Source: an optimization exercise on an open RTL-to-GDS flow (aim: small area). Production flows keep margins and buffers that such runs may drop. Where RTL was checked, it was by simulation tests only, not by an equivalence proof against the original. Function not checked in runs 3 and 4: the RTL went through the layout flow alone. Power is estimated from default activity; no workload was simulated.

### flow/run.sh
#!/bin/bash
# Own layout flow: the standard flow (standard.sh), changed in four ways:
#  - synthesis maps with flow/abc_speed.script, which leaves out ABC's fanout
#    buffering and gate sizing (OpenROAD repairs slew and load later); the
#    flip-flop mapping and all other synthesis steps are unchanged;
#  - ports are buffered with buf_1;
#  - CTS uses clkbuf_8 in clusters of up to 20 sinks, without dummy loads;
#  - after global routing, gates with slack to spare are downsized.
# Each tool's output goes to a log file in the work folder (flow_*.log) and
# ORFS's own logs under orfs/logs/.
set -euo pipefail
W=$PWD
rm -rf "$W/scripts_abc"
cp -r "$FLOW_HOME/scripts" "$W/scripts_abc"
cp "$W/flow/abc_speed.script" "$W/scripts_abc/abc_speed.script"
bash standard.sh synth "SCRIPTS_DIR=$W/scripts_abc" > "$W/flow_synth.log" 2>&1
bash standard.sh ${FLOW_TARGET:-finish} \
  "CTS_ARGS=-sink_clustering_enable -repair_clock_nets -dont_use_dummy_load -buf_list sky130_fd_sc_hd__clkbuf_8 -sink_clustering_size 20 -sink_clustering_max_diameter 50" \
  "BUFFER_PORTS_ARGS=-buffer_cell sky130_fd_sc_hd__buf_1" \
  RECOVER_POWER=100 > "$W/flow_layout.log" 2>&1
### flow/abc_speed.script
&get -n
&st
&dch
&nf -R 1000
&put
topo
### standard.sh
#!/bin/bash
# synth_recipe.tcl (not shown) runs the flow's synth.tcl, then flattens the netlist and writes it again
# the make line also repeats each setting of config.mk as NAME=value (left out here)
make -C /OpenROAD-flow-scripts/flow DESIGN_CONFIG=/design/flow/config.mk WORK_HOME=/design/flow/orfs CLKGATE_MAP_FILE= SYNTH_SCRIPT=/design/flow/synth_recipe.tcl "${@:-finish}"
### config.mk
export PLATFORM = sky130hd
export DESIGN_NAME = handshake
export DESIGN_NICKNAME = handshake
export VERILOG_FILES = /design/flow/design.v
export SDC_FILE = /design/flow/constraint.sdc
export NUM_CORES = 8
export LEC_CHECK = 0
export CAP_MARGIN = 20
export CORE_MARGIN = 2
export CORE_UTILIZATION = 65
export SLEW_MARGIN = 20
### constraint.sdc
create_clock -name core_clock -period 6.0 [get_ports {clk}]
set_input_delay 1.2000 -clock core_clock [delete_from_list [all_inputs] [get_ports {clk}]]
set_output_delay 1.2000 -clock core_clock [all_outputs]
set_load 0.01 [all_outputs]
### design.v
module handshake (
  input  wire         source_wr_en,
  input  wire         source_rd_en,
  input  wire         terminal_wr_en,
  input  wire         terminal_rd_en,
  input  wire  [31:0] wr_data,
  input  wire         rstn,
  input  wire         clk,
  output reg  [31:0]  rd_data,
  output wire         source_fifo_full,
  output wire         source_fifo_empty,
  output wire         terminal_fifo_full,
  output wire         terminal_fifo_empty
  );
  localparam N = 63;
  reg  [5:0]  wp;      
  reg  [5:0]  rp;      
  reg  [4:0]  scnt;    
  reg  [4:0]  tcnt;    
  reg         lv;      
  wire s_full  = &scnt;
  wire s_empty = ~|scnt;
  wire t_full  = &tcnt;
  wire t_empty = ~|tcnt;
  wire ready = terminal_wr_en & ~t_full;
  wire spush = source_wr_en & ~s_full;
  wire spop  = source_rd_en & ~s_empty & ready;
  wire tpush = ready & lv;
  wire tpop  = terminal_rd_en & ~t_empty;
  always @(posedge clk or negedge rstn) begin
    if (!rstn) begin
      wp   <= 6'd0;
      rp   <= 6'd0;
      scnt <= 5'd0;
      tcnt <= 5'd0;
      lv   <= 1'b0;
    end else begin
      if (spush) wp <= (wp == N - 1) ? 6'd0 : wp + 6'd1;
      if (tpop)  rp <= (rp == N - 1) ? 6'd0 : rp + 6'd1;
      scnt <= scnt + {4'd0, spush} - {4'd0, spop};
      tcnt <= tcnt + {4'd0, tpush} - {4'd0, tpop};
      lv   <= spop | (lv & ~ready);
    end
  end
  wire full63 = s_full & t_full & lv;
  wire [31:0] rd_or [0:N-1];
  genvar i;
  generate
    for (i = 0; i < N; i = i + 1) begin : word
      reg  [31:0] m;
      wire wsel  = spush & (wp == i);
      wire wkeep = (wp != i) | full63;
      always @(posedge clk)
        m <= ({32{wsel}} & wr_data) | ({32{wkeep}} & m);
      assign rd_or[i] = m;
    end
  endgenerate
  always @(posedge clk)
    if (tpop) rd_data <= rd_or[rp];
  assign source_fifo_full    = s_full;
  assign source_fifo_empty   = s_empty;
  assign terminal_fifo_full  = t_full;
  assign terminal_fifo_empty = t_empty;
endmodule
==> results of run 1 <==
cell usage in the layout (no fill, tap or decap), types with 2 or more instances in the layout:
master	netlist	layout
a22o_1	2016	2016
dfxtp_1	2016	2016
a22oi_1	992	992
nand4_1	231	231
buf_4	0	176
clkbuf_8	0	152
nand3_1	114	114
nand2_1	82	82
nor4_1	77	74
nor2_4	0	49
clkbuf_1	0	47
buf_1	0	37
nor3_2	0	32
buf_2	0	32
edfxtp_1	32	32
nor2_2	0	27
clkinv_1	25	24
dfrtp_1	23	23
ha_1	22	22
nor3_1	53	21
nor2_1	95	19
and2_0	16	16
a21oi_1	9	9
xnor2_1	7	7
and3_1	7	7
diode_2	0	4
nor2b_1	5	4
nand2b_1	4	4
a21o_1	3	3
nor4_2	0	3
or3_1	3	3
a31oi_1	3	3
nor4b_1	2	2
xor2_1	2	2
or2_0	3	2
o21ai_0	2	2
fa_1	2	2
power by group through the flow:
stage	logic (mW)	clock network (mW)	registers [mW]
4_1_cts	8.00	6.51	20.0
5_1_grt	8.66	7.00	20.5
3_5_place_dp	7.97	0	20.3
3_3_place_gp	7.72	0	20.1
2_1_floorplan	5.27	0	19.7
6_report	8.18	6.52	20.2
registers in the layout, indices dropped and copies added (netlist names), named ones only:
name	cells
tcnt	5
wp	6
scnt	5
word.m	2016
rd_data	32
rp	6
area by class of cell:
class | count | area, um2
repair buffers | 293 | 1804
flip-flops and latches | 2071 | 41900
multi-input cells | 3758 | 29960
well taps | 1414 | 1769
clock buffers | 152 | 2092
inverters | 25 | 93.84
diodes | 4 | 10.01
fillers | 8167 | 31220
per-layer routing:
layer | up-vias | part of all wire (%) | GRT usage [%]
li1 | 25430 | - | -
met1 | 30460 | 40 | 60.64
met2 | 4147 | 41 | 61.45
met3 | 527 | 15 | 15.49
met4 | 6 | 4.2 | 18.42
met5 | - | 0.086 | 1.389
worst max-delay path, delay by kind of cell (launching register included):
family	cells	cell delay (ns)
buffers and inverters	2	1.75
and+or+nand+nor	4	2.01
adders and majority gates	1	0.22
DFF	1	0.42
AOI/OAI and AO/OA	1	0.31
kinds of logic (layout without fill, tap and decap cells):
family,after synthesis,in the layout,synth area share [%]
flip-flops,2071,2071,58.73
buffers and inverters,25,470,0.1316
adder cells (fa/ha/maj),24,24,0.4420
AND/OR/NAND/NOR,694,694,5.183
AO/OA/AOI/OAI,3031,3031,35.40
other,0,4,0
XOR/XNOR,9,9,0.1105
synth_stat cells:
master | n | area share [%]
a211oi_1 | 1 | 0.011
a21o_1 | 3 | 0.032
a21oi_1 | 9 | 0.063
a22o_1 | 2016 | 25
a22oi_1 | 992 | 10
a311oi_1 | 1 | 0.012
a31o_1 | 1 | 0.012
a31oi_1 | 3 | 0.026
a32o_1 | 1 | 0.014
a41oi_1 | 1 | 0.012
and2_0 | 16 | 0.14
and3_1 | 7 | 0.061
clkinv_1 | 25 | 0.13
dfrtp_1 | 23 | 0.81
dfxtp_1 | 2016 | 57
edfxtp_1 | 32 | 1.3
fa_1 | 2 | 0.056
ha_1 | 22 | 0.39
nand2_1 | 82 | 0.43
nand2b_1 | 4 | 0.035
nand3_1 | 114 | 0.80
nand4_1 | 231 | 2.0
nor2_1 | 95 | 0.50
nor2b_1 | 5 | 0.044
nor3_1 | 53 | 0.37
nor3b_1 | 1 | 0.011
nor4_1 | 77 | 0.68
nor4b_1 | 2 | 0.025
o21ai_0 | 2 | 0.014
o22ai_1 | 1 | 0.0088
or2_0 | 3 | 0.026
or3_1 | 3 | 0.026
or4_1 | 1 | 0.011
xnor2_1 | 7 | 0.086
xor2_1 | 2 | 0.025
worst max path at each step:
stage	startpoint	endpoint	slack (ns)
2_1_floorplan	source_wr_en	wp[3]$_DFFE_PN0N_	1.26
3_3_place_gp	source_wr_en	word[32].m[13]$_DFF_P_	2.12
3_5_place_dp	source_wr_en	word[32].m[24]$_DFF_P_	2.12
4_1_cts	rp[0]$_DFFE_PN0P_	rd_data[7]$_DFFE_PP_	2.19
5_1_grt	tcnt[2]$_DFF_PN0_	word[13].m[11]$_DFF_P_	1.15
6_report	scnt[2]$_DFF_PN0_	word[46].m[16]$_DFF_P_	1.20
stage by stage:
| step | setup WS (ns) | power [mW] |
|---|---|---|
| floorplan | 1.262 | 24.99 |
| global placement | 2.121 | 27.84 |
| detailed placement | 2.118 | 28.25 |
| CTS | 2.193 | 34.53 |
| global route | 1.150 | 36.18 |
| finish | 1.199 | 34.87 |
==> impl_metrics.py, run 1 <==
metrics = {
    "route": {
        "drtAntennaViolNets": 0,
        "drc": 0,
        "drt_iter0_drc": 9216,
        "vias": 60570,
        "wl_per_cell_um": 32.89,
        "via_per_inst": 7.849,
        "routed_wl_um": 253800,
        "drt_pre_antenna_iters": 7,
    },
    "worst_setup_path": {
        "cp_slowest_stage_delay_ns": 1.57,
        "cp.required_ns": 6.82,
        "cp_max_fo": 32,
        "r2r-start": "scnt[2]$_DFF_PN0_",
        "path_cells": "ha_1, nand4_1, and2_0, inv_1, or2_0, nor2_2, clkbuf_1, a22o_1",
        "r2r_cells": 8,
        "crit_path_top_delay_cell": "clkbuf_1",
        "critPathLaunchType": "register",
        "cp.arrival_ns": 5.62,
        "cp-end-kind": "register",
        "crit_type": "register to register",
        "reg2reg_slack_ns": 1.20,
        "r2r_end": "word[46].m[16]$_DFF_P_",
    },
    "floorplan": {
        "io-pin-count": 74,
        "core_um2": 108900,
        "rows": 121,
        "die_y_um": 335.3,
        "die-area_um2": 112400,
        "die_x_um": 335.3,
        "start_util_pct": 65.53,
    },
    "grt": {
        "grtUsageTotal_pct": 43.71,
        "grt_pass1_wl_um": 373000,
        "grt_overflow_total": 0,
        "grt_pass1_vias": 57350,
        "grt_max_degree": 64,
        "antenna_found_initial": 7,
    },
    "yosys": {
        "postSynthCellCount": 5854,
        "seq_area_frac_synth_pct": 58.73,
        "ys_seq_elements": 2071,
        "syn_nets": 5916,
        "yosys_warnings": 1,
        "avgSynthCellArea_um2": 12.18,
        "ys_types": 35,
        "syn-cell-area_um2": 71330,
    },
    "clock_tree": {
        "root_buffer": "clkbuf_8",
        "cts_max_path_buffers": 3,
        "ctsHtreeMaxLevel": 4,
        "postCtsHoldBufs": 0,
        "cts_tree": "done",
        "clk_latency_ns": 0.93,
        "cts_resized": 0,
        "numCtsBuffers": 152,
        "cts.clk_slew.worst_paths_ns": 0.10,
        "cts_setup_buffers": 0,
        "cts_sinks": 2071,
    },
    "sta": {
        "tightest_slew_ns": 2.191,
        "fin_tns_setup_ns": 0,
        "rsz0062_at_grt": "false",
        "setup_violations": 0,
        "max_slew_margin_pct": -46.07,
        "holdWs_ns": 0.4829,
        "hold_violations": 0,
        "fin_skew_ns": 0.09582,
        "fin_crit_sh_pct": 80.02,
        "timing.fmax_ghz": 0.2083,
        "finalCriticalPeriod_ns": 4.801,
        "drv_slew": 1431,
    },
    "placement": {
        "portBuffers": 73,
        "gp_congestion": 1.060,
        "dp.cells": 7560,
        "placed_cell_area_um2": 75850,
        "dp_hpwl_um": 144100,
    },
    "layout": {
        "postLayoutCellArea_um2": 77630,
        "final_util_pct": 71.31,
        "drive_gt1_share_pct": 7.509,
        "fin_cells": 7717,
        "nets": 6363,
        "syn_to_final_growth_pct": 8.828,
    },
    "outcome": {
        "status": "finished with violations",
        "violations": "max-capacitance violations, max-slew violations",
    },
    "power_and_ir_drop": {
        "seq_power_share_pct": 57.8,
        "power_leakage_nw": 28.80,
        "p_clk_share_pct": 18.7,
        "switching_share_pct": 31.42,
        "comb_power_share_pct": 23.5,
        "power.internal_mw": 23.92,
        "ir_worst_vdd_v": 0.0003617,
        "p_sw_mw": 10.96,
        "p_per_area_nw_per_um2": 449.3,
    },
    "worst_hold_path": {
        "whs_path_depth": 1,
        "hp-start": "word[38].m[10]$_DFF_P_",
        "min_to": "word[38].m[10]$_DFF_P_",
        "hp-class": "register to register",
    },
    "run": {
        "cap_violations": 46,
    },
}
==> run 2, diff against run 1 <==
==> run.sh (new file) <==
#!/bin/bash
# synth_recipe.tcl (not shown) runs the flow's synth.tcl, then flattens the netlist and writes it again
# the make line also repeats each setting of config.mk as NAME=value (left out here)
make -C /OpenROAD-flow-scripts/flow DESIGN_CONFIG=/design/flow/config.mk WORK_HOME=/design/flow/orfs CLKGATE_MAP_FILE= SYNTH_SCRIPT=/design/flow/synth_recipe.tcl finish
removed: flow/run.sh
removed: flow/abc_speed.script
removed: standard.sh
==> run 2 against run 1 <==
Effect of this change:
- now clean on timing, DRC and antenna
- fmax is 3.7% lower
- first-iteration DRC count increased by 68%
- wire length increased by 39%
- critical path depth down 1
- largest power group unchanged
- synthesized area increased by 6.5%
- clock power grew 96%
- die area increased by 6.4%
- via count up 16%
- utilization is 1.9 points higher
- design area is 9.5% higher
- register-to-register slack worse by 0.19 ns
==> impl_metrics.py, run 2 <==
metrics = {
    "outcome": {
        "status": "complete, no violations",
    },
    "floorplan": {
        "start_util_pct": 65.47,
        "die_y_um": 345.9,
        "rows": 125,
        "die_x_um": 345.9,
        "io-pin-count": 74,
        "die-area_um2": 119600,
        "core_um2": 116000,
    },
    "clock_tree": {
        "numCtsBuffers": 197,
        "cts_sinks": 2071,
        "root_buffer": "clkbuf_16",
        "cts_tree": "done",
        "cts_resized": 0,
        "cts.clk_slew.worst_paths_ns": 0.06,
        "clk_latency_ns": 0.87,
        "postCtsHoldBufs": 0,
        "cts_setup_buffers": 0,
        "cts_max_path_buffers": 3,
        "ctsHtreeMaxLevel": 4,
    },
    "sta": {
        "fin_skew_ns": 0.02638,
        "setup_ws_ns": 1.014,
        "tightest_slew_ns": 1.335,
        "holdWs_ns": 0.4763,
        "drv_slew": 0,
        "max_slew_margin_pct": 11.00,
        "setup_violations": 0,
        "fin_crit_sh_pct": 83.10,
        "rsz0062_at_grt": "false",
        "timing.fmax_ghz": 0.2006,
        "finalCriticalPeriod_ns": 4.986,
        "fin_tns_setup_ns": 0,
        "hold_violations": 0,
    },
    "worst_setup_path": {
        "cp.required_ns": 6.56,
        "cp_max_fo": 44,
        "crit_path_top_delay_cell": "nor4_1",
        "cp_slowest_stage_delay_ns": 1.09,
        "critPathLaunchType": "register",
        "r2r-start": "rp[3]$_DFFE_PN0P_",
        "startpoint": "rp[3]$_DFFE_PN0P_",
        "cp.arrival_ns": 5.55,
        "cp-end-kind": "register",
        "r2r_cells": 7,
        "crit_type": "register to register",
        "path_cells": "nand2_1, nor2_4, buf_4, a221oi_1, nand4_1, nor4_1, a31oi_1",
        "r2r_end": "rd_data[28]$_DFFE_PP_",
        "reg2reg_slack_ns": 1.01,
    },
    "yosys": {
        "ys_seq_elements": 2071,
        "syn_nets": 6950,
        "seq_area_frac_synth_pct": 55.14,
        "avgSynthCellArea_um2": 11.03,
        "ys_async_sr_fraction_pct": 1.111,
        "postSynthCellCount": 6888,
        "synth_top_cell_area_share_pct": 53.12,
        "synth_most_common_cell": "a22o_1",
        "synth_common_cells": "a22o_1, dfxtp_1, a22oi_1, clkbuf_1, nor2_1",
        "synth_edf_count": 32,
        "yosys_warnings": 1,
        "ys_types": 64,
        "ys.flop_type": "dfxtp_1",
        "yosysTopAreaCell": "dfxtp_1",
        "ys_top_cells_by_area": "dfxtp_1, a22o_1, a22oi_1",
        "syn-cell-area_um2": 75980,
    },
    "route": {
        "via_per_inst": 8.443,
        "routed_wl_um": 353900,
        "drt_iter0_drc": 15460,
        "drtAntennaViolNets": 0,
        "wl_per_cell_um": 42.63,
        "vias": 70100,
        "drt_pre_antenna_iters": 16,
        "drc": 0,
    },
    "grt": {
        "grtUsageTotal_pct": 56.86,
        "grt_max_degree": 64,
        "globalRouteMet1Util_pct": 69.11,
        "grt_pass1_vias": 64040,
        "use_met3_pct": 31.08,
        "antenna_found_initial": 31,
        "grt_util_met2_pct": 73.35,
        "grt_overflow_total": 0,
        "grt_pass1_wl_um": 487000,
        "busiest_layer": "met2",
    },
    "placement": {
        "portBuffers": 73,
        "dp_hpwl_um": 211700,
        "placed_cell_area_um2": 78150,
        "dp.cells": 7916,
        "pre_cts_ws_ns": 1.334,
        "gp_congestion": 1.043,
    },
    "layout": {
        "largest_reg_flops": 2016,
        "drive_gt1_share_pct": 12.02,
        "largestRegisters": "word.m (2016), rd_data (32)",
        "syn_to_final_growth_pct": 11.88,
        "nets": 6663,
        "postLayoutCellArea_um2": 85010,
        "top_register": "word.m",
        "layout_commonest_cell": "a22o_1",
        "fin_cells": 8302,
        "layout_common_cells": "a22o_1, dfxtp_1, a22oi_1",
        "final_util_pct": 73.25,
    },
    "worst_hold_path": {
        "hp-class": "register to register",
        "whs_path_depth": 1,
        "min_to": "word[8].m[26]$_DFF_P_",
        "hp-start": "word[8].m[26]$_DFF_P_",
    },
    "power_and_ir_drop": {
        "power_mw": 44.89,
        "ir_worst_vdd_v": 0.0004207,
        "power_leakage_nw": 32.70,
        "p_per_area_nw_per_um2": 528.1,
    },
    "run": {
        "cap_violations": 0,
    },
}
run 2: cell types whose count changed after synthesis, sizes merged, moves of 86 or more:
cell and change:
clkbuf +617, a22oi -293, buf +230, nand4 -118, nor2 +109, a22o +107, a221oi +91, nand2 +86
run 2: final cells by class:
type	count	area [um2]
sequential	2071	41900
inverter	31	116.4
antenna	15	37.54
clock inverter	64	693.2
clock buffer	297	5914
multi-input combinational	3939	31510
timing repair buffer	361	2935
fill	8233	31040
tap	1524	1907
run 2: metal layers:
layer	vias to the layer above	part of all wire, %	wire, um
li1	26460	-	-
met1	33960	34	120100
met2	7479	37	132100
met3	2136	18	65320
met4	54	9.9	35170
met5	-	0.34	1211
run 2: how the worst max path moves through the flow:
stage / depth (start not counted) / to
final: 7 / rd_data[28]$_DFFE_PP_
after detailed placement: 7 / rd_data[28]$_DFFE_PP_
after global placement: 7 / rd_data[28]$_DFFE_PP_
after CTS: 7 / rd_data[28]$_DFFE_PP_
after floorplan: 13 / tcnt[4]$_DFF_PN0_
after global routing: 7 / rd_data[28]$_DFFE_PP_
run 2: kinds of logic after synthesis:
family,count (synthesis),share of synthesized area [%]
compound gates,3117,34.29
simple gates,738,4.785
buf+inv,878,4.578
mux,51,0.6900
flops,2071,55.14
xor+xnor,9,0.1037
fa+ha+maj,24,0.4150
run 2: critical path: cells and delay by family (launching register included):
kind                   cells  cell delay [ns]
buffers and inverters      1             0.34
AO/OA/AOI/OAI              2             0.93
AND/OR/NAND/NOR            4             2.65
flip-flops                 1             0.73
run 2: report_power, final:
part	internal [mW]	switching, mW	total [mW]
logic	4.75	6.06	10.8
registers	18.4	2.86	21.2
clock network	7.28	5.57	12.8
==> run 3, diff against run 2 <==
==> design.v (replaced) <==
module handshake (
  input  wire         source_wr_en,
  input  wire         source_rd_en,
  input  wire         terminal_wr_en,
  input  wire         terminal_rd_en,
  input  wire  [31:0] wr_data,
  input  wire         rstn,
  input  wire         clk,
  output wire [31:0]  rd_data,
  output wire         source_fifo_full,
  output wire         source_fifo_empty,
  output wire         terminal_fifo_full,
  output wire         terminal_fifo_empty
  );
  reg  [5:0]  wp;      
  reg  [5:0]  lp;      
  reg  [4:0]  scnt;    
  reg  [4:0]  tcnt;    
  reg         lv;      
  wire s_full  = &scnt;
  wire s_empty = ~|scnt;
  wire t_full  = &tcnt;
  wire t_empty = ~|tcnt;
  wire ready = terminal_wr_en & ~t_full;
  wire spush = source_wr_en & ~s_full;
  wire spop  = source_rd_en & ~s_empty & ready;
  wire tpush = ready & lv;
  wire tpop  = terminal_rd_en & ~t_empty;
  always @(posedge clk or negedge rstn) begin
    if (!rstn) begin
      wp   <= 6'd0;
      lp   <= 6'd63;
      scnt <= 5'd0;
      tcnt <= 5'd0;
      lv   <= 1'b0;
    end else begin
      wp   <= wp + {5'd0, spush};
      lp   <= lp + {5'd0, tpop};
      scnt <= scnt + {4'd0, spush} - {4'd0, spop};
      tcnt <= tcnt + {4'd0, tpush} - {4'd0, tpop};
      lv   <= spop | (lv & ~ready);
    end
  end
  wire full63 = s_full & t_full & lv;
  wire [63:0] wsel, wkeep;
  wire [31:0] rd_w [0:63];
  genvar i;
  generate
    for (i = 0; i < 64; i = i + 1) begin : word
      reg [31:0] m;
      assign wsel[i]  = spush & (wp == i);
      assign wkeep[i] = (wp != i) | full63;
      always @(posedge clk)
        m <= ({32{wsel[i]}} & wr_data) | ({32{wkeep[i]}} & m);
      assign rd_w[i] = m;
    end
  endgenerate
  assign rd_data = rd_w[lp];
  assign source_fifo_full    = s_full;
  assign source_fifo_empty   = s_empty;
  assign terminal_fifo_full  = t_full;
  assign terminal_fifo_empty = t_empty;
endmodule
--- a/config.mk
+++ b/config.mk
@@ -7,5 +7,5 @@
 export LEC_CHECK = 0
 export CAP_MARGIN = 20
 export CORE_MARGIN = 2
-export CORE_UTILIZATION = 65
+export CORE_UTILIZATION = 40
 export SLEW_MARGIN = 20
==> run 3 against run 2 <==
Effect of this change:
- the layout now fails its checks (negative setup slack)
- die area grew 64%
- combinational power grew 22%
- via count grew 4.9%
- sequential share of layout area shrank 3.1 points
- worst hold slack lost 0.0043 ns
==> impl_metrics.py, run 3 <==
metrics = {
    "outcome": {
        "status": "finished with violations",
        "violations": "negative setup slack",
    },
    "yosys": {
        "avgSynthCellArea_um2": 11.00,
        "ys.flop_type": "dfxtp_1",
        "synth_top_cell_area_share_pct": 53.07,
        "synth_common_cells": "a22o_1, dfxtp_1, a22oi_1, clkbuf_1, buf_2",
        "synth_edf_count": 0,
        "ys_async_sr_fraction_pct": 1.111,
        "synth_most_common_cell": "a22o_1",
        "yosysTopAreaCell": "dfxtp_1",
        "yosys_warnings": 1,
        "ys_top_cells_by_area": "dfxtp_1, a22o_1, a22oi_1",
        "syn_nets": 7082,
        "syn-cell-area_um2": 77260,
        "seq_area_frac_synth_pct": 53.82,
        "ys_seq_elements": 2071,
        "ys_types": 81,
        "postSynthCellCount": 7024,
    },
    "worst_setup_path": {
        "cp.arrival_ns": 5.05,
        "critPathLaunchType": "register",
        "reg2reg_slack_ns": 2.12,
        "startpoint": "lp[4]$_DFF_PN1_",
        "cp-endpoint": "rd_data[4]",
        "crit_type": "register to output port",
        "cp.required_ns": 4.80,
        "r2r-start": "scnt[2]$_DFF_PN0_",
        "r2r_end": "word[12].m[15]$_DFF_P_",
        "cp-end-kind": "output port",
        "r2r_cells": 8,
        "cp_max_fo": 24,
    },
    "sta": {
        "rsz0062_at_grt": "true",
        "setup_ws_ns": -0.2468,
        "tightest_slew_ns": 1.387,
        "holdWs_ns": 0.4721,
        "fin_tns_setup_ns": -2.214,
        "hold_violations": 0,
        "drv_slew": 0,
        "finalCriticalPeriod_ns": 6.247,
        "max_slew_margin_pct": 7.527,
        "fin_crit_sh_pct": 104.1,
        "fin_skew_ns": 0.05598,
        "timing.fmax_ghz": 0.1601,
        "setup_violations": 24,
    },
    "power_and_ir_drop": {
        "p_sw_mw": 16.30,
        "power_mw": 47.59,
        "comb_power_share_pct": 27.8,
        "p_clk_share_pct": 29.4,
        "ir_worst_vdd_v": 0.0004395,
        "power.internal_mw": 31.29,
        "power_leakage_nw": 35.38,
        "p_per_area_nw_per_um2": 528.9,
        "seq_power_share_pct": 42.8,
        "switching_share_pct": 34.26,
    },
    "layout": {
        "fin_cells": 9603,
        "layout_commonest_cell": "a22o_1",
        "top_register": "word.m",
        "syn_to_final_growth_pct": 16.47,
        "fill_cells": 17420,
        "nets": 6911,
        "seq_area_um2": 41600,
        "drive_gt1_share_pct": 15.68,
        "multi_input_area_um2": 33160,
        "largest_reg_flops": 2048,
        "largestRegisters": "word.m (2048), lp (6), wp (6)",
        "layout_common_cells": "a22o_1, dfxtp_1, a22oi_1",
    },
    "route": {
        "drt_pre_antenna_iters": 9,
        "drc": 0,
        "drtAntennaViolNets": 0,
        "via_per_inst": 7.655,
        "vias": 73510,
        "wl_per_cell_um": 44.25,
        "drt_iter0_drc": 15600,
        "routed_wl_um": 424900,
    },
    "clock_tree": {
        "clk_latency_ns": 0.91,
        "cts_max_path_buffers": 3,
        "cts_tree": "done",
        "root_buffer": "clkbuf_16",
        "ctsHtreeMaxLevel": 4,
        "numCtsBuffers": 211,
        "cts_sinks": 2071,
        "cts.clk_slew.worst_paths_ns": 0.07,
    },
    "floorplan": {
        "start_util_pct": 40.20,
        "rows": 161,
        "core_um2": 192200,
        "io-pin-count": 74,
        "die_y_um": 443.5,
        "die_x_um": 443.5,
        "die-area_um2": 196700,
    },
    "placement": {
        "dp.cells": 9140,
        "dp_hpwl_um": 246100,
        "pre_cts_ws_ns": 0.2780,
        "gp_congestion": 0.9962,
        "portBuffers": 73,
    },
    "grt": {
        "grt_overflow_total": 0,
        "grt_pass1_vias": 66130,
        "grtUsageTotal_pct": 41.26,
        "grt_pass1_wl_um": 568700,
        "antenna_found_initial": 51,
        "grt_max_degree": 65,
    },
    "worst_hold_path": {
        "hp-class": "register to register",
    },
    "run": {
        "cap_violations": 0,
    },
}
## run 3: power groups by stage
stage	Sequential, mW	Combinational (mW)	Clock [mW]
floorplan	19.6	7.07	0
global placement	20.3	11.9	0
detailed placement	20.4	12.1	0
CTS	20.2	12.4	13.9
global route	20.7	13.3	14.4
finish	20.4	13.2	14.0
## run 3: area by class of cell
| type | count | share of cell area (%) |
|---|---|---|
| flip-flops and latches | 2071 | 46.24 |
| multi-input cells | 4042 | 36.85 |
| clock buffers | 310 | 6.986 |
| repair buffers | 508 | 5.046 |
| well taps | 2526 | 3.512 |
| clock inverters | 76 | 1.146 |
| diodes | 51 | 0.1418 |
| inverters | 19 | 0.07926 |
## run 3: worst min path at each step
| stage | start | end | slack [ns] | depth (start not counted) |
|---|---|---|---|---|
| global placement | word[7].m[30]$_DFF_P_ | word[7].m[30]$_DFF_P_ | 0.45 | 1 |
| detailed placement | word[40].m[16]$_DFF_P_ | word[40].m[16]$_DFF_P_ | 0.45 | 1 |
| finish | word[43].m[18]$_DFF_P_ | word[43].m[18]$_DFF_P_ | 0.47 | 1 |
| floorplan | word[25].m[31]$_DFF_P_ | word[25].m[31]$_DFF_P_ | 0.44 | 1 |
| CTS | word[63].m[31]$_DFF_P_ | word[63].m[31]$_DFF_P_ | 0.47 | 1 |
| global route | word[63].m[31]$_DFF_P_ | word[63].m[31]$_DFF_P_ | 0.48 | 1 |
## run 3: metal layers
layer	track usage, %	wire [um]	up-vias
li1	-	-	27320
met1	50.80	150000	36370
met2	55.51	163900	7662
met3	19.29	71410	2138
met4	30.54	39070	24
met5	0.9035	603	-
## run 3: cell families (layout without fill, tap and decap cells)
| logic type | count (synthesis) | count (layout) | share of synthesized area [%] |
|---|---|---|---|
| buf+inv | 912 | 913 | 5.194 |
| other cells | 0 | 51 | 0 |
| fa+ha+maj | 20 | 20 | 0.3434 |
| compound gates | 3097 | 3097 | 33.71 |
| xor+xnor | 16 | 16 | 0.1814 |
| simple gates | 883 | 884 | 6.396 |
| mux | 25 | 25 | 0.3482 |
| flops | 2071 | 2071 | 53.82 |
## run 3: timing repair
item / 4_1_cts / 5_1_grt
pin swaps: 9 / 11
gates resized for setup: 85 / 39
hold buffers: 0 / 0
buffers inserted: 16 / 8
cloned: 2 / 0
setup endpoints to repair: 32 / 26
## run 3: stage by stage
stage	instance area (um2)	util, %
finish	89980	46.82
global placement	81570	42.45
CTS	89560	46.60
global route	89890	46.78
detailed placement	81690	42.51
floorplan	77260	-
## run 3: worst max-delay path: stages, from the launching register on
cell and delay (ns):
dfstp_4 0.82, buf_6 0.35, mux2_2 0.39, a32oi_1 0.43
nand4_1 0.15, and3_1 0.40, or4_1 0.73, o22a_1 0.34
clkdlybuf4s50_1 0.52
==> run 4, diff against run 3 <==
==> design.v (replaced) <==
module source (
  input  wire         wr_en,        
  input  wire         rd_en,     
  input  wire  [32-1:0] wr_data,     
  input  wire         rstn,   
  input  wire         clk,
  input wire         source_ready,
  output reg [32-1:0]  source_data,
  output reg          source_valid,
  output wire         fifo_full,    
  output wire         fifo_empty);   
  integer i ;
  	reg  [32-1:0] fifo [32-1:0]; 
  	reg  [5-1:0] rd_addr,wr_addr;
	reg  [5-1:0] cnt;
  	always @ (posedge clk or negedge rstn)
    begin : cnt_judge
      if (rstn == 1'b0) begin
        cnt <= 'b0;
	  end
      else if(wr_en && !fifo_full && !(rd_en && !fifo_empty && source_ready)) begin
        cnt <= cnt +1;
      end
      else if(!(wr_en && !fifo_full) && rd_en && !fifo_empty && source_ready) begin
        cnt <= cnt -1;
      end
      else begin
        cnt <= cnt;
      end
    end                                      
  	always @ (posedge clk or negedge rstn)
    begin : write
      if (rstn == 1'b0) begin
	    for(i=0;i<32;i=i+1) fifo[i] <= 'b0;
        wr_addr <= 1'b0;
	  end
      else if (wr_en && !fifo_full) begin
	      fifo[wr_addr] <= wr_data;
          wr_addr <= wr_addr + 1;
      end
      else begin
	  	  wr_addr <= wr_addr;
	      fifo[wr_addr] <= fifo[wr_addr];
	  end
    end                         
    always @ (posedge clk or negedge rstn)
    begin : read
      if (rstn == 1'b0) begin
        rd_addr <= 1'b0;
	    source_valid <= 0; 
	  end
      else if (rd_en && !fifo_empty && source_ready) begin
	      source_data <= fifo[rd_addr];
	      rd_addr <= rd_addr + 1;
	      source_valid <= 1;
      end
      else begin
	  	  rd_addr <= rd_addr;
	      source_valid <= source_valid && !source_ready;
	  end
    end
   	assign fifo_full = (cnt==32-1)? 1 : 0;
  	assign fifo_empty = (cnt==0)? 1 : 0;
endmodule
module terminal (
  input  wire         wr_en,        
  input  wire         rd_en,     
  input  wire  [32-1:0] wr_data, 
  input  wire 	 	  terminal_valid,
  input  wire         rstn,   
  input  wire         clk,
  output reg [32-1:0]  rd_data,       
  output wire   	  terminal_ready,
  output wire         fifo_full,      
  output wire         fifo_empty);     
  integer i ;
  	reg  [32-1:0] fifo [32-1:0]; 
  	reg  [5-1:0] rd_addr,wr_addr;
	reg  [5-1:0] cnt;
  	always @ (posedge clk or negedge rstn)
    begin : cnt_judge
      if (rstn == 1'b0) begin
        cnt <= 'b0;
	  end
      else if(wr_en && terminal_valid && !fifo_full && !(rd_en && !fifo_empty)) begin
        cnt <= cnt +1;
      end
      else if(!(wr_en && terminal_valid && !fifo_full) && rd_en && !fifo_empty) begin
        cnt <= cnt -1;
      end
      else begin
        cnt <= cnt;
      end
    end                                      
  	always @ (posedge clk or negedge rstn)
    begin : write
      if (rstn == 1'b0) begin
	    for(i=0;i<32;i=i+1) fifo[i] <= 'b0;
        wr_addr <= 1'b0;
	  end
      else if (wr_en && terminal_valid && !fifo_full) begin
	      fifo[wr_addr] <= wr_data;
          wr_addr <= wr_addr + 1;
      end
      else begin
	  	  wr_addr <= wr_addr;
	      fifo[wr_addr] <= fifo[wr_addr];
	  end
    end                         
    always @ (posedge clk or negedge rstn)
    begin : read
      if (rstn == 1'b0) begin
        rd_addr <= 1'b0;
	  end
      else if (rd_en && !fifo_empty) begin
	      rd_data <= fifo[rd_addr];
          rd_addr <= rd_addr + 1;
      end
      else begin
	  	  rd_addr <= rd_addr;
	  end
    end
   	assign fifo_full = (cnt==32-1)? 1 : 0;
    assign terminal_ready = !fifo_full && wr_en;
  	assign fifo_empty = (cnt==0)? 1 : 0;
endmodule
module handshake (
  input  wire         source_wr_en,        
  input  wire         source_rd_en, 
  input  wire         terminal_wr_en,        
  input  wire         terminal_rd_en, 
  input  wire  [32-1:0] wr_data,     
  input  wire         rstn,   
  input  wire         clk,
  output wire [32-1:0]  rd_data,
  output wire         source_fifo_full,    
  output wire         source_fifo_empty,
  output wire         terminal_fifo_full,    
  output wire         terminal_fifo_empty
	); 
	wire ready,valid;
	wire [31:0]  data;
  source mst(
	  .wr_en(source_wr_en),
	  .rd_en(source_rd_en),
	  .source_data(data),
	  .wr_data(wr_data),
	  .clk(clk),
	  .rstn(rstn),
	  .fifo_full(source_fifo_full),
	  .fifo_empty(source_fifo_empty),
	  .source_valid(valid),
	  .source_ready(ready)
	  );
  terminal slv(
	  .wr_en(terminal_wr_en),
	  .rd_en(terminal_rd_en),
	  .wr_data(data),
	  .rd_data(rd_data),
	  .clk(clk),
	  .rstn(rstn),
	  .fifo_full(terminal_fifo_full),
	  .fifo_empty(terminal_fifo_empty),
	  .terminal_valid(valid),
	  .terminal_ready(ready)
	  );
endmodule
==> run 4 against run 3 <==
Effect of this change:
- the run now finishes clean
- synthesized area is 38% higher
- non-clock buffer count is 148 higher
- utilization is 0.61 points lower
- largest power group is now combinational logic
- sequential power is 44% higher
- critical endpoint is now mst.source_data[12]$_DFFE_PP_
- fmax is 20% higher
- first-iteration DRC count is 43% higher
- cell count is 57% higher
- register-to-register slack worse by 1.3 ns
- setup slack better by 1.0 ns
- clock power is 15% higher
- clock skew is 0.054 ns higher
- largest cell class unchanged
==> impl_metrics.py, run 4 <==
metrics = {
    "grt": {
        "grt_overflow_total": 0,
        "grt_max_degree": 162,
        "grtUsageTotal_pct": 49.81,
        "grt_pass1_wl_um": 921000,
        "antenna_found_initial": 121,
        "grt_pass1_vias": 102000,
    },
    "worst_setup_path": {
        "critPathLaunchType": "register",
        "cp-end-kind": "register",
        "crit_path_top_delay_cell": "dfrtp_4",
        "cp.arrival_ns": 5.82,
        "path_cells": "buf_4, nand2_1, nor2_4, buf_4, a22oi_1, nand3_1, nor4_1, a21oi_1",
        "worst-path-buf-inv": 2,
        "path_delay_family": "simple AND/OR/NAND/NOR gates",
        "crit_type": "register to register",
        "cp_max_fo": 34,
        "cp.required_ns": 6.62,
        "cp_slowest_stage_delay_ns": 0.95,
        "path_common_cell": "buf_4",
    },
    "layout": {
        "nets": 11270,
        "syn_to_final_growth_pct": 14.81,
        "drive_gt1_share_pct": 12.90,
        "layout_common_cells": "nand2_1, dfrtp_1, o21ai_0",
        "layout_commonest_cell": "nand2_1",
        "largestRegisters": "mst.fifo (1024), slv.fifo (1024)",
        "fill_cells": 25050,
        "postLayoutCellArea_um2": 122700,
    },
    "route": {
        "drt_iter0_drc": 22390,
        "wl_per_cell_um": 45.98,
        "drt_pre_antenna_iters": 13,
        "vias": 112900,
        "drtAntennaViolNets": 0,
        "via_per_inst": 7.492,
        "routed_wl_um": 693200,
        "drc": 0,
    },
    "clock_tree": {
        "cts_max_path_buffers": 4,
        "root_buffer": "clkbuf_16",
        "cts_sinks": 2143,
        "cts_resized": 0,
        "cts_setup_buffers": 0,
        "postCtsHoldBufs": 0,
        "cts_tree": "done",
        "cts.clk_slew.worst_paths_ns": 0.06,
        "numCtsBuffers": 241,
        "clk_latency_ns": 1.04,
        "ctsHtreeMaxLevel": 4,
    },
    "outcome": {
        "status": "complete, no violations",
    },
    "sta": {
        "rsz0062_at_grt": "false",
        "max_slew_margin_pct": 7.640,
        "finalCriticalPeriod_ns": 5.197,
        "tightest_slew_ns": 1.385,
        "setup_violations": 0,
        "fin_skew_ns": 0.1097,
        "fin_crit_sh_pct": 86.62,
        "fin_tns_setup_ns": 0,
        "hold_violations": 0,
        "holdWs_ns": 0.1349,
        "timing.fmax_ghz": 0.1924,
        "drv_slew": 0,
    },
    "worst_hold_path": {
        "hp-class": "input port to async pin",
    },
    "yosys": {
        "postSynthCellCount": 11390,
        "seq_area_frac_synth_pct": 50.47,
        "ys_seq_elements": 2143,
        "ys_async_sr_fraction_pct": 97.01,
        "synth_common_cells": "nand2_1, dfrtp_1, o21ai_0, clkbuf_1, a22oi_1",
        "syn_nets": 11460,
        "ys_top_cells_by_area": "dfrtp_1, o21ai_0, nand2_1",
        "yosys_warnings": 4,
        "synth_top_cell_area_share_pct": 48.67,
        "synth_most_common_cell": "nand2_1",
        "yosysTopAreaCell": "dfrtp_1",
        "ys_types": 98,
        "syn-cell-area_um2": 106900,
        "ys.flop_type": "dfrtp_1",
        "synth_edf_count": 64,
        "avgSynthCellArea_um2": 9.381,
    },
    "floorplan": {
        "start_util_pct": 40.25,
        "die-area_um2": 271400,
        "io-pin-count": 74,
        "die_x_um": 520.9,
        "rows": 189,
        "core_um2": 265600,
        "die_y_um": 520.9,
    },
    "placement": {
        "dp_hpwl_um": 442200,
        "portBuffers": 73,
        "gp_congestion": 1.083,
        "placed_cell_area_um2": 113700,
    },
    "power_and_ir_drop": {
        "switching_share_pct": 51.69,
        "p_sw_mw": 45.58,
        "ir_worst_vdd_v": 0.0003423,
        "p_per_area_nw_per_um2": 718.5,
        "comb_power_share_pct": 48.4,
        "seq_power_share_pct": 33.3,
        "power_leakage_nw": 52.94,
        "p_clk_share_pct": 18.2,
        "power.internal_mw": 42.60,
    },
    "run": {
        "cap_violations": 0,
    },
}
[run 4: cell types whose count changed after synthesis, sizes merged, moves of 283 or more]
cell | before | now
dfrtp | 17 | 2079
nand2 | 161 | 2175
dfxtp | 2048 | 0
o21ai | 9 | 2044
a22o | 2146 | 163
clkbuf | 565 | 848
mux2i | 10 | 524
[run 4: metal layers]
metal / vias to the layer above / part of all wire [%] / GRT usage (%)
met3: 4681 / 16 / 25.55
met5: - / 0.078 / 1.123
met4: 67 / 13 / 47.72
li1: 41560 / - / -
met2: 12230 / 38 / 66.56
met1: 54410 / 33 / 56.37
[run 4: path summary, 6_finish.rpt]
path                                             from                       endpoint  slack [ns]  cells past startpoint
max reg2reg                mst.rd_addr[2]$_DFFE_PN0P_  mst.source_data[12]$_DFFE_PP_        0.80                      8
min reg2reg                                  register                       register        0.47                      1
max in group asynchronous                        rstn   mst.fifo[16][11]$_DFFE_PN0N_        3.50                      3
min in group core_clock                      register                       register        0.47                      1
max                        mst.rd_addr[2]$_DFFE_PN0P_  mst.source_data[12]$_DFFE_PP_        0.80                      8
min                                              rstn    slv.fifo[28][0]$_DFFE_PN0N_        0.13                      1
[run 4: cells by family after synthesis]
logic type / after synthesis / synth area share (%)
muxes: 663 / 6.547
buffers and inverters: 1190 / 4.789
DFF: 2143 / 50.47
adders and majority gates: 32 / 0.3886
AOI/OAI and AO/OA: 4104 / 24.53
xor gates and xnor gates: 20 / 0.1639
and+or+nand+nor: 3242 / 13.11
[run 4: power by group through the flow]
stage	Sequential, mW	Combinational [mW]	Clock, mW
5_1_grt	29.6	42.9	16.6
3_5_place_dp	28.9	39.0	0
3_3_place_gp	28.7	38.4	0
4_1_cts	28.7	39.1	16.0
6_report	29.4	42.7	16.1
2_1_floorplan	25.2	22.4	0
[run 4: final cells by class]
cell class,count,area [um2],area share [%]
Antenna cell,135,337.8,0.2753
Clock buffer,324,6838,5.572
Timing Repair Buffer,656,5683,4.631
Inverter,97,364.1,0.2967
Tap cell,3533,4420,3.602
Sequential cell,2143,53990,44.00
Clock inverter,126,1510,1.231
Multi-Input combinational cell,8061,49570,40.40
[run 4: through the flow]
| step | std cells | total power [mW] | setup WS, ns | utilization [%] |
|---|---|---|---|---|
| after floorplan | 11390 | 47.61 | 2.382 | - |
| after global placement | 14470 | 67.13 | 1.627 | 42.75 |
| after detailed placement | 14480 | 67.94 | 1.562 | 42.80 |
| after CTS | 14930 | 83.80 | 1.565 | 45.95 |
| after global routing | 14960 | 89.15 | 1.284 | 46.10 |
| final | 15080 | 88.18 | 0.8025 | 46.21 |

what the ideal ports hide:
How much do the figures lean on ideal ports? The routed layouts below were timed once more, with nothing changed but the port constraints. Step 1 assumes that a clkbuf_16 drives the clock port and a buf_2 every other input. Step 2 also shifts input and output timing later by t, the mid clock arrival at the registers, as if the neighbouring blocks saw the same clock. Slacks: no drivers / after step 1 / after step 2; pairs: no drivers / after step 1.
run	shift t [ns]	slack for setup (ns)	hold WS [ns]	worst slew at a driven data input, ns
run 1	0.965	1.199 / 1.199 / 0.724	0.483 / 0.483 / 0.483	0.04
run 2	0.940	1.014 / 1.014 / 1.014	0.476 / 0.476 / 0.476	0.06
run 3	0.974	-0.247 / -0.340 / 0.634	0.472 / 0.472 / 0.472	0.11
run 4	1.084	0.803 / 0.803 / 0.803	0.135 / 0.120 / 0.472	0.08
The setup slack of run 1, which loses most, moves by 0.000 ns with the drivers and by -0.475 ns with both steps.
